Context: an optimization exercise on an open-source flow, tuned for small area. The choices shown serve that exercise and are no tape-out recipe.
The RTL was checked by simulation tests, not by an equivalence proof against the original design.

## onyx
==> module uart_top, before the edit <==
module uart_top (
    input  wire iClk,
    input  wire iRst,
    input  wire iRx,
    output wire oTx
  );
  localparam S_BOT  = 6'b000000;    
  localparam S_TOP  = 6'b100000;    
  localparam C_0    = 4'd0;         
  localparam C_1    = 4'd1;
  localparam C_15   = 4'd8;         
  localparam P_CMD  = 3'd0;
  localparam P_A    = 3'd1;
  localparam P_B    = 3'd2;
  localparam P_WAIT = 3'd3;
  localparam P_TXF  = 3'd4;    
  localparam P_TX   = 3'd5;
  localparam P_TX0  = 3'd7;    
  localparam P_TXL  = 3'd6;    
  reg  [511:0] rRing;
  reg  [5:0]   rS;        
  reg  [5:0]   rDist;     
  reg  [2:0]   rPh;
  reg          rBusy;     
  reg  [3:0]   rC;        
  reg  [3:0]   rB;        
  reg  [7:0]   rD;
  reg          rReady;    
  reg          rSub;
  reg          rCout;
  reg          rPend;     
  reg          rTx;
  wire [7:0] wHead  = rRing[7:0];
  wire       wHit   = (rDist == 6'd0);
  wire       wTop   = (rS == S_TOP);
  wire       wBot   = (rS == S_BOT);
  wire [5:0] wSNext = {rS[4:0], rS[5] ^ rS[4] ^ ~|rS[4:0]};    
  wire [3:0] wCNext = {rC[2:0], rC[3] ^ rC[2] ^ ~|rC[2:0]};
  wire       wBitEnd = (rC == C_15);
  wire       wBitBeg = (rC == C_0);
  wire       wPhA   = (rPh == P_A);
  wire       wRxPh  = ~rPh[2] & ~(rPh[1] & rPh[0]);
  wire       wTxPh  = rPh[2];
  wire       wWr    = rReady & wHit & (wPhA | (rPh == P_B));
  wire       wWrA   = wWr & wPhA;
  wire [7:0] wOpR   = wWrA ? 8'd0 : wHead;
  wire [7:0] wOpX   = wWr ? rD : 8'd0;
  wire [8:0] wCy;
  wire [8:0] wSum;
  assign wCy[0] = rPend;
  genvar gi;
  generate
    for (gi = 0; gi < 8; gi = gi + 1) begin : g_add
      assign wSum[gi]  = wOpR[gi] ^ wOpX[gi] ^ wCy[gi];
      assign wCy[gi+1] = (wOpR[gi] & wOpX[gi]) | (wOpR[gi] & wCy[gi]) | (wOpX[gi] & wCy[gi]);
    end
  endgenerate
  assign wSum[8] = wCy[8];
  wire       wStart  = wRxPh & ~rBusy & ~iRx;
  wire       wSample = rBusy & (((rB == 4'd0) & wBitEnd) |
                                ((rB >= 4'd1) & (rB <= 4'd7) & wBitBeg));
  wire       wLdWin  = rB[3] | (rB[2] & rB[1]);
  wire       wLoad   = wTxPh & wLdWin & wHit;
  wire       wLoad7  = wTxPh & (rDist == 6'd63);
  wire       wKDec   = wTxPh & (rPh != P_TXF) & (rB == 4'd0) & wBitBeg;
  wire       wTxGo   = (rPh == P_WAIT) & ~rPend & rB[3] & rB[2];
  wire       wFrEnd  = (rB == 4'd8) & wBitEnd;
  wire       wTxBit  = (rPh == P_TXF) ? (rCout & (rB[2:0] == 3'd0)) : (rD[rB[2:0]] ^ rSub);
  always @(posedge iClk) begin
    rRing <= {wSum[7:0], rRing[511:8]};
  end
  always @(posedge iClk) begin
    if (wSample) rD <= {iRx ^ (rSub & wPhA), rD[7:1]};
    else begin
      if (wLoad) rD[6:0] <= wHead[6:0];
      if (wLoad7) rD[7] <= wHead[7];
    end
  end
  always @(posedge iClk) begin
    if (wStart | wTxGo) begin
      rC <= C_1;
      rB <= 4'd15;
    end else begin
      rC <= wCNext;
      if (wBitEnd) rB <= (wTxPh & (rB == 4'd8)) ? 4'd15 : rB + 4'd1;
    end
  end
  always @(posedge iClk) begin
    if (iRst) begin
      rS     <= S_BOT;
      rDist  <= 6'd63;
      rPh    <= P_CMD;
      rBusy  <= 1'b0;
      rReady <= 1'b0;
      rPend  <= 1'b0;
      rTx    <= 1'b1;
    end else begin
      rS    <= wSNext;
      rDist <= rDist - 6'd1 - {5'd0, wWr | wKDec};
      rPend <= wSum[8] & ~wTop;
      if (wSum[8] & wTop & ~rSub) rCout <= 1'b1;
      if (wStart) rBusy <= 1'b1;
      else if ((rB == 4'd7) & wBitEnd) rBusy <= 1'b0;
      if (wSample && rB == 4'd7) rReady <= 1'b1;
      if (rPh == P_CMD) begin
        if (rReady) begin
          rReady <= 1'b0;
          rSub   <= rD[0];
          rCout  <= 1'b0;
          rPh    <= P_A;
        end
      end else if (wWr) begin
        rReady <= 1'b0;
        if (wBot) rPh <= wPhA ? P_B : P_WAIT;
      end
      if (wTxGo) rPh <= P_TXF;
      if (wLoad & wBot & (rPh == P_TX)) rPh <= ((rB[3] & rB[0]) | wFrEnd) ? P_TXL : P_TX0;
      if (wTxPh && wFrEnd) begin
        if (rPh == P_TXL)
          rPh <= P_CMD;
        else if (rPh == P_TXF)
          rPh <= P_TX;
        else if (rPh == P_TX0)
          rPh <= P_TXL;
      end
      if (wTxGo)
        rTx <= 1'b0;
      else if (wTxPh && wBitBeg)
        rTx <= rB[3] ? ~rB[0] : wTxBit;
    end
  end
  assign oTx = rTx;
endmodule
clock: 8.0 ns
lec_check: 0
cap_margin: 20
core_margin: 2
core_utilization: 65
place_density: 0.8
slew_margin: 20
standard.sh (not shown) runs the stock make flow with config.mk's settings and CLKGATE_MAP_FILE= SYNTH_SCRIPT=/design/flow/synth_recipe.tcl, a recipe that flattens the netlist after the stock synthesis.
==> flow/flow/run.sh <==
#!/bin/bash
# Layout flow: the standard flow (standard.sh) with two changes.
#  1. After the standard synthesis, the combinational logic is mapped again
#     for area (flow/remap.tcl with flow/area.abc). Flip-flop and full-adder
#     instances keep their names and cell types.
#  2. Clock tree synthesis builds the tree from clkbuf_4 cells in clusters of
#     at most 12 sinks and adds no dummy loads.
# Each tool's output goes to a log file in the work folder.
set -euo pipefail
WORK=$(pwd)
RES=$WORK/orfs/results/$FLOW_PLATFORM/uart_top/base

bash standard.sh synth > standard_synth.log 2>&1

cp $RES/1_2_yosys.v $WORK/1_2_yosys_standard.v
export REMAP_IN=$WORK/1_2_yosys_standard.v
export REMAP_OUT=$WORK/1_2_yosys_remap.v
export REMAP_ABC=$WORK/flow/area.abc
export LIB_FILE=$FLOW_HOME/platforms/$FLOW_PLATFORM/lib/sky130_fd_sc_hd__tt_025C_1v80.lib
export DONT_USE_CELLS="$(sed -n '/^export DONT_USE_CELLS/,/^$/p' $FLOW_HOME/platforms/$FLOW_PLATFORM/config.mk | grep -o 'sky130_fd_sc_hd__[a-z0-9_]*' | tr '\n' ' ')"
yosys -c $WORK/flow/remap.tcl > remap.log 2>&1
cp $REMAP_OUT $RES/1_2_yosys.v
touch $RES/1_2_yosys.v

export CTS_ARGS="-sink_clustering_enable -repair_clock_nets -dont_use_dummy_load -buf_list sky130_fd_sc_hd__clkbuf_4 -sink_clustering_size 12 -sink_clustering_max_diameter 40"
bash standard.sh > standard.log 2>&1
==> flow/flow/area.abc <==
strash
dc2
dch -f
amap
topo
==> flow/flow/remap.tcl <==
# Re-map the combinational logic of a synthesized netlist for area; flip-flop
# instances (names and cell types) are kept as they are.
# env: REMAP_IN REMAP_OUT LIB_FILE REMAP_ABC DONT_USE_CELLS
set lib $::env(LIB_FILE)
set du {}
foreach c $::env(DONT_USE_CELLS) { lappend du -dont_use $c }
yosys read_verilog -defer $::env(REMAP_IN)
yosys read_liberty -ignore_miss_func -overwrite $lib
yosys hierarchy -top uart_top
# keep every sequential cell, and the full-adder cells, as opaque instances
yosys blackbox {*}[lsort -unique [regexp -all -inline {sky130_fd_sc_hd__(?:\w*df\w*|fa_\d)} [exec cat $::env(REMAP_IN)]]]
yosys flatten
yosys opt -purge
yosys abc -script $::env(REMAP_ABC) -liberty $lib {*}$du
yosys opt_clean -purge
yosys hilomap -singleton -hicell sky130_fd_sc_hd__conb_1 HI -locell sky130_fd_sc_hd__conb_1 LO
yosys splitnets
yosys opt_clean -purge
yosys insbuf -buf sky130_fd_sc_hd__buf_4 A X
yosys tee -o $::env(REMAP_OUT).stat stat -liberty $lib
yosys write_verilog -noattr -nohex -nodec $::env(REMAP_OUT)
## Diff of input files: juniper against onyx
--- a/flow/design.v
+++ b/flow/design.v
@@ -59,9 +59,9 @@
   assign wSum[8] = wCy[8];
   wire       wStart  = wRxPh & ~rBusy & ~iRx;
-  wire       wSample = rBusy & (((rB == 4'd0) & wBitEnd) |
-                                ((rB >= 4'd1) & (rB <= 4'd7) & wBitBeg));
+  wire       wSample = rBusy & wRxPh & (((rB == 4'd0) & wBitEnd) |
+                                        ((rB >= 4'd1) & (rB <= 4'd7) & wBitBeg));
   wire       wLdWin  = rB[3] | (rB[2] & rB[1]);
   wire       wLoad   = wTxPh & wLdWin & wHit;
-  wire       wLoad7  = wTxPh & (rDist == 6'd63);
+  wire       wLoad7  = wTxPh & (rDist == 6'd63) & ~rB[3] & ~(rB[2] & rB[1] & rB[0]);
   wire       wKDec   = wTxPh & (rPh != P_TXF) & (rB == 4'd0) & wBitBeg;
   wire       wTxGo   = (rPh == P_WAIT) & ~rPend & rB[3] & rB[2];
==> comparison <==
juniper completed; timing, DRC and antenna clean
In the tables for juniper and onyx, clock buffer count reads lower with juniper.
Final critical path time including I/O delays and setup on juniper is ahead of onyx.
juniper: hold slack is 0.025 ns higher than what onyx reported.
The routed wire length reported for juniper is greater than that of onyx by about 2.2%.
Looking at largest fanout on the critical path, juniper sits 2 above onyx.

[afterwards: timing with drivers on the ports]
No port has a modelled driver above. Below, the same layouts with a new extraction and two added sets of constraints.
Step 1: set_driving_cell puts a clkbuf_16 on iClk and a buf_2 on each other input, an assumption about the parent block.
Step 2, shift: input delay + t, output delay - t, t = (earliest + latest rising clock arrival at the registers) / 2. This alone moves slack from input paths to output paths.
a / b / c = no drivers / after step 1 / after step 2; a / b = the first two.
run	shift t [ns]	setup WS [ns]	hold WS [ns]	slew at the worst register clock pin (ns)	worst data-port slew with drivers (ns)
onyx	0.668	2.599 / 2.599 / 2.599	0.270 / 0.270 / 0.270	0.12 / 0.12	0.03
juniper	0.686	3.014 / 3.014 / 3.014	0.295 / 0.295 / 0.295	0.11 / 0.11	0.03
After both steps every run listed still meets setup and hold.
